Source: an optimization exercise on an open RTL-to-GDS flow (aim: small area). Production flows keep margins and buffers that such runs may drop.
Only simulation tests tie the RTL to the original design; equivalence was not proved.
Power is estimated from default activity; no workload was simulated.

==> wip/delta: inputs <==
Design riscV_top, start of the top module:
module riscV_top(
        input sysclk,
        input reset,
        input boot_sel,
        output [7:0] imem_addr,
        input [31:0] imem_data,
        output [31:0] dmem_addr,
        output [31:0] dmem_wdata,
        output dmem_we,
        output dmem_re,
        input [31:0] dmem_rdata,
        output wb_en,
        output [4:0] wb_rd,
        output [31:0] wb_data
    );
==> module rf_and2, before the edit <==
module rf_and2(
        input a, b,
        output y
    );
    assign y = a & b;
endmodule
==> module rf_dec, before the edit <==
module rf_dec(
        input [4:0] addr,
        input en,
        output [31:0] sel
    );
    wire [3:0] lo;
    wire [7:0] hi;
    genvar i;
    generate
        for (i = 0; i < 4; i = i + 1) begin : plo
            assign lo[i] = en & (addr[1:0] == i);
        end
        for (i = 0; i < 8; i = i + 1) begin : phi
            assign hi[i] = (addr[4:2] == i);
        end
        assign sel[0] = 1'b0;
        for (i = 1; i < 32; i = i + 1) begin : d
            rf_and2 u(.a(lo[i % 4]), .b(hi[i / 4]), .y(sel[i]));
        end
    endgenerate
endmodule
==> module rf_read, before the edit <==
module rf_read(
        input [4:0] addr,
        input [32*31-1:0] q,      
        output [31:0] data
    );
    wire [31:0] sel;
    rf_dec dec(.addr(addr), .en(1'b1), .sel(sel));
    genvar b, k;
    generate
        for (b = 0; b < 32; b = b + 1) begin : bits
            wire [10:0] g;
            for (k = 0; k < 10; k = k + 1) begin : grp
                rf_aoi222 u(.a1(sel[3*k+1]), .a2(q[(3*k)*32+b]),
                            .b1(sel[3*k+2]), .b2(q[(3*k+1)*32+b]),
                            .c1(sel[3*k+3]), .c2(q[(3*k+2)*32+b]),
                            .y(g[k]));
            end
            assign g[10] = ~(sel[31] & q[30*32+b]);
            assign data[b] = ~&g;
        end
    endgenerate
endmodule
==> module riscV_top, before the edit <==
module riscV_top(
        input sysclk,
        input reset,
        input boot_sel,
        output [7:0] imem_addr,
        input [31:0] imem_data,
        output [31:0] dmem_addr,
        output [31:0] dmem_wdata,
        output dmem_we,
        output dmem_re,
        input [31:0] dmem_rdata,
        output wb_en,
        output [4:0] wb_rd,
        output [31:0] wb_data
    );
    wire [31:0] ins = imem_data;
    wire [6:0] op = ins[6:0];
    wire [3:0] fn = {ins[30], ins[14:12]};
    wire is_r  = (op == 7'h33);
    wire is_i  = (op == 7'h13);
    wire is_ld = (op == 7'h03);
    wire is_st = (op == 7'h23);
    wire is_br = (op == 7'h63);
    wire reg_write = is_r | is_i | is_ld;
    wire [31:0] imm_i = {{20{ins[31]}}, ins[31:20]};
    wire [31:0] imm_s = {{20{ins[31]}}, ins[31:25], ins[11:7]};
    wire [7:0]  imm_b = {ins[27:25], ins[11:8], 1'b0};
    wire [31:0] r1, r2;
    wire [31:0] wdata;
    reg [31:0] regs [1:31];
    wire [31:0] we;
    rf_dec wdec(.addr(ins[11:7]), .en(reg_write), .sel(we));
    integer i;
    always @(posedge sysclk) begin
        for (i = 1; i < 32; i = i + 1)
            if (we[i])
                regs[i] <= wdata;
    end
    wire [32*31-1:0] q;
    genvar gi;
    generate
        for (gi = 1; gi < 32; gi = gi + 1) begin : rq
            assign q[(gi-1)*32 +: 32] = regs[gi];
        end
    endgenerate
    rf_read read_one(.addr(ins[19:15]), .q(q), .data(r1));
    rf_read read_two(.addr(ins[24:20]), .q(q), .data(r2));
    wire use_r2 = is_r | is_br;
    wire [31:0] b = use_r2 ? r2 : (is_st ? imm_s : imm_i);
    wire alu_arith = ((is_r | is_i) & (fn[2:0] == 3'b000)) |
                     ((is_ld | is_st) & (fn == 4'b0010)) |
                     (is_br & (fn == 4'b0000));
    wire alu_sub   = is_br | fn[3];
    wire alu_or    = (is_r | is_i) & (fn == 4'b0110);
    wire alu_and   = (is_r | is_i) & (fn == 4'b0111);
    wire [31:0] bb = b ^ {32{alu_sub}};
    wire [31:0] p0 = r1 ^ bb;
    wire [31:0] g0 = r1 & bb;
    reg [31:0] p, g;
    integer j, k;
    always @* begin
        p = p0;
        g = g0;
        g[0] = g0[0] | (p0[0] & alu_sub);
        for (j = 1; j <= 5; j = j + 1)
            for (k = 2**j - 1; k < 32; k = k + 2**j) begin
                g[k] = g[k] | (p[k] & g[k - 2**(j-1)]);
                p[k] = p[k] & p[k - 2**(j-1)];
            end
        for (j = 4; j >= 1; j = j - 1)
            for (k = 3 * 2**(j-1) - 1; k < 32; k = k + 2**j) begin
                g[k] = g[k] | (p[k] & g[k - 2**(j-1)]);
                p[k] = p[k] & p[k - 2**(j-1)];
            end
    end
    wire [31:0] sum = p0 ^ {g[30:0], alu_sub};
    wire [31:0] result = ({32{alu_arith}} & sum) |
                         ({32{alu_or}} & p0) |
                         ({32{alu_or | alu_and}} & g0);
    wire taken = is_br & ((fn != 4'b0000) | (&p0));
    reg [7:0] pc;
    always @(posedge sysclk) begin
        if (reset)
            pc <= boot_sel ? 8'h40 : 8'h00;
        else
            pc <= pc + (taken ? imm_b : 8'd4);
    end
    assign wdata = is_ld ? dmem_rdata : result;
    assign imem_addr = pc;
    assign dmem_addr = result;
    assign dmem_wdata = r2;
    assign dmem_we = is_st;
    assign dmem_re = is_ld;
    assign wb_en = reg_write;
    assign wb_rd = ins[11:7];
    assign wb_data = wdata;
endmodule
clock: 11.0 ns
lec_check: 0
cap_margin: 20
core_margin: 2
core_utilization: 55
setup_slack_margin: 0.2
slew_margin: 20
synth_hierarchical: 1
synth_minimum_keep_size: 0
standard.sh (not shown) runs the stock make flow with config.mk's settings and CLKGATE_MAP_FILE= SYNTH_SCRIPT=/design/flow/synth_recipe.tcl, a recipe that flattens the netlist after the stock synthesis.
==> flow/flow/run.sh <==
#!/bin/bash
# Standard ORFS layout with two changes:
#  - port buffers are buf_1 cells rather than the slow clkdlybuf4s50_1 that
#    buffer_ports picks by default;
#  - clock tree built from clkbuf_4 cells in small clusters, without dummy loads.
set -euo pipefail
bash standard.sh synth > synth.log 2>&1
bash standard.sh \
  BUFFER_PORTS_ARGS="-buffer_cell sky130_fd_sc_hd__buf_1" \
  CTS_ARGS="-sink_clustering_enable -repair_clock_nets -dont_use_dummy_load -buf_list {sky130_fd_sc_hd__clkbuf_4} -sink_clustering_size 12 -sink_clustering_max_diameter 32" \
  finish > layout.log 2>&1
==> wip/ember: changes against wip/delta <==
--- a/flow/design.v
+++ b/flow/design.v
@@ -4,31 +4,4 @@
     );
     assign y = ~((a1 & a2) | (b1 & b2) | (c1 & c2));
-endmodule
-module rf_and2(
-        input a, b,
-        output y
-    );
-    assign y = a & b;
-endmodule
-module rf_dec(
-        input [4:0] addr,
-        input en,
-        output [31:0] sel
-    );
-    wire [3:0] lo;
-    wire [7:0] hi;
-    genvar i;
-    generate
-        for (i = 0; i < 4; i = i + 1) begin : plo
-            assign lo[i] = en & (addr[1:0] == i);
-        end
-        for (i = 0; i < 8; i = i + 1) begin : phi
-            assign hi[i] = (addr[4:2] == i);
-        end
-        assign sel[0] = 1'b0;
-        for (i = 1; i < 32; i = i + 1) begin : d
-            rf_and2 u(.a(lo[i % 4]), .b(hi[i / 4]), .y(sel[i]));
-        end
-    endgenerate
 endmodule
 module rf_read(
@@ -38,7 +11,9 @@
     );
     wire [31:0] sel;
-    rf_dec dec(.addr(addr), .en(1'b1), .sel(sel));
-    genvar b, k;
+    genvar r, b, k;
     generate
+        for (r = 0; r < 32; r = r + 1) begin : dec
+            assign sel[r] = (addr == r);
+        end
         for (b = 0; b < 32; b = b + 1) begin : bits
             wire [10:0] g;
@@ -84,10 +59,8 @@
     wire [31:0] wdata;
     reg [31:0] regs [1:31];
-    wire [31:0] we;
-    rf_dec wdec(.addr(ins[11:7]), .en(reg_write), .sel(we));
     integer i;
     always @(posedge sysclk) begin
         for (i = 1; i < 32; i = i + 1)
-            if (we[i])
+            if (reg_write && ins[11:7] == i)
                 regs[i] <= wdata;
     end
--- a/flow/flow/run.sh
+++ b/flow/flow/run.sh
@@ -8,4 +8,4 @@
 bash standard.sh \
   BUFFER_PORTS_ARGS="-buffer_cell sky130_fd_sc_hd__buf_1" \
-  CTS_ARGS="-sink_clustering_enable -repair_clock_nets -dont_use_dummy_load -buf_list {sky130_fd_sc_hd__clkbuf_4} -sink_clustering_size 12 -sink_clustering_max_diameter 32" \
+  CTS_ARGS="-sink_clustering_enable -repair_clock_nets -dont_use_dummy_load -buf_list {sky130_fd_sc_hd__clkbuf_4} -sink_clustering_size 10 -sink_clustering_max_diameter 30" \
   finish > layout.log 2>&1
SETUP_SLACK_MARGIN = 0.1   (was 0.2)
==> wip/yarrow: changes against wip/delta <==
--- a/flow/flow/run.sh
+++ b/flow/flow/run.sh
@@ -8,4 +8,4 @@
 bash standard.sh \
   BUFFER_PORTS_ARGS="-buffer_cell sky130_fd_sc_hd__buf_1" \
-  CTS_ARGS="-sink_clustering_enable -repair_clock_nets -dont_use_dummy_load -buf_list {sky130_fd_sc_hd__clkbuf_4} -sink_clustering_size 12 -sink_clustering_max_diameter 32" \
+  CTS_ARGS="-sink_clustering_enable -repair_clock_nets -dont_use_dummy_load -buf_list {sky130_fd_sc_hd__clkbuf_4} -sink_clustering_size 10 -sink_clustering_max_diameter 30" \
   finish > layout.log 2>&1
==> results.txt <==
- Against wip/yarrow, the combinational power of wip/ember is higher by 23%.
- In wip/delta the clock skew is lower than in wip/ember, by 0.032 ns.
- In wip/yarrow the maximum frequency is lower than in wip/ember, by 0.24%.
- Flip-flop and latch count is the same in wip/delta and wip/yarrow.
- The highest core utilization belongs to wip/ember, the lowest to wip/delta.
- Non-clock buffer count: wip/ember < wip/delta < wip/yarrow.
- In wip/ember the area after synthesis is lower than in wip/yarrow, by about 0.23%.
- The lowest power belongs to wip/delta, the highest to wip/ember.
- Between wip/yarrow and wip/delta, the lower count of clock-buffer cells in the layout is in wip/delta (gap 12).
- Synthesized cell count is the same in wip/yarrow and wip/delta.
==> figures <==
Post-route non-filler standard cell count: wip/delta 4055; wip/ember 4053; wip/yarrow 4068
Routed length per instance: wip/delta 44.4 µm; wip/ember 43.5 µm; wip/yarrow 44.4 µm
Min Tclk post-route: wip/delta 10.78 ns; wip/ember 10.76 ns; wip/yarrow 10.79 ns
Destination of the worst register-to-register timing path: wip/delta pc[7]; wip/ember regs[13][11]; wip/yarrow pc[7]
Data buffer area share: wip/delta 0.0444; wip/ember 0.0402; wip/yarrow 0.0452
Number of global-route vias before repair: wip/delta 31822; wip/ember 32132; wip/yarrow 31946
HPWL after detailed placement: wip/delta 114000 µm; wip/ember 114000 µm; wip/yarrow 114000 µm
Ratio of cells with drive above 1 in the final layout: wip/delta 0.150; wip/ember 0.166; wip/yarrow 0.154
Slowest cell on the critical path: wip/delta sky130_fd_sc_hd__a41oi_4; wip/ember sky130_fd_sc_hd__a2111o_1; wip/yarrow sky130_fd_sc_hd__a41oi_4
Met1 routed wirelength after detailed routing: wip/delta 60000 µm; wip/ember 58600 µm; wip/yarrow 60400 µm
R2R Path Start: wip/delta regs[1][18]; wip/ember regs[7][7]; wip/yarrow regs[1][18]
Int Pwr: wip/delta 4.93 mW; wip/ember 5.07 mW; wip/yarrow 4.98 mW
1st-iter DRT viols: wip/delta 8980; wip/ember 9403; wip/yarrow 9124
WHS: wip/delta 0.630 ns; wip/ember 0.636 ns; wip/yarrow 0.623 ns
Die area: wip/delta 0.0798 mm²; wip/ember 0.0796 mm²; wip/yarrow 0.0798 mm²
Comb power: wip/delta 0.386 mW; wip/ember 0.475 mW; wip/yarrow 0.386 mW
Number of combinational gates with multiple inputs: wip/delta 1472; wip/ember 1448; wip/yarrow 1472
Logic pwr share: wip/delta 0.060; wip/ember 0.072; wip/yarrow 0.060
Status: wip/delta complete, no violations; wip/ember complete, no violations; wip/yarrow complete, no violations
End-of-flow core utilization: wip/delta 0.614; wip/ember 0.618; wip/yarrow 0.615
Filler Cell Count: wip/delta 5878; wip/ember 5874; wip/yarrow 5870
Slew at the pin closest to its max-slew limit: wip/delta 1.30 ns; wip/ember 1.27 ns; wip/yarrow 1.27 ns

## what the ideal ports hide
Ports are ideal in the flow. The routed layouts listed here were re-timed in OpenROAD. Step 1, drivers: a clkbuf_16 drives sysclk and a buf_2 each remaining input, both assumed. Step 2 times the ports against the registers' clock, not the clock port: input delays grow and output delays shrink by t, the midpoint of the rising clock arrivals with the driver on. a / b / c = ideal / step 1 / step 2; a / b = the first two.
run	t, ns	setup slack, ns	worst hold slack (ns)	worst register clock-pin slew, ns	cell pins on the clock port's net
wip/delta	1.060	0.222 / 0.167 / 0.167	0.630 / 0.630 / 0.630	0.12 / 0.12	1
wip/ember	1.098	0.237 / 0.119 / 0.119	0.636 / 0.636 / 0.636	0.10 / 0.10	1
wip/yarrow	1.097	0.211 / 0.162 / 0.162	0.623 / 0.623 / 0.623	0.10 / 0.10	1
After both steps every run listed still meets setup and hold. For wip/ember, which loses most, drivers alone change the setup slack by -0.118 ns; drivers and shift together by -0.118 ns.
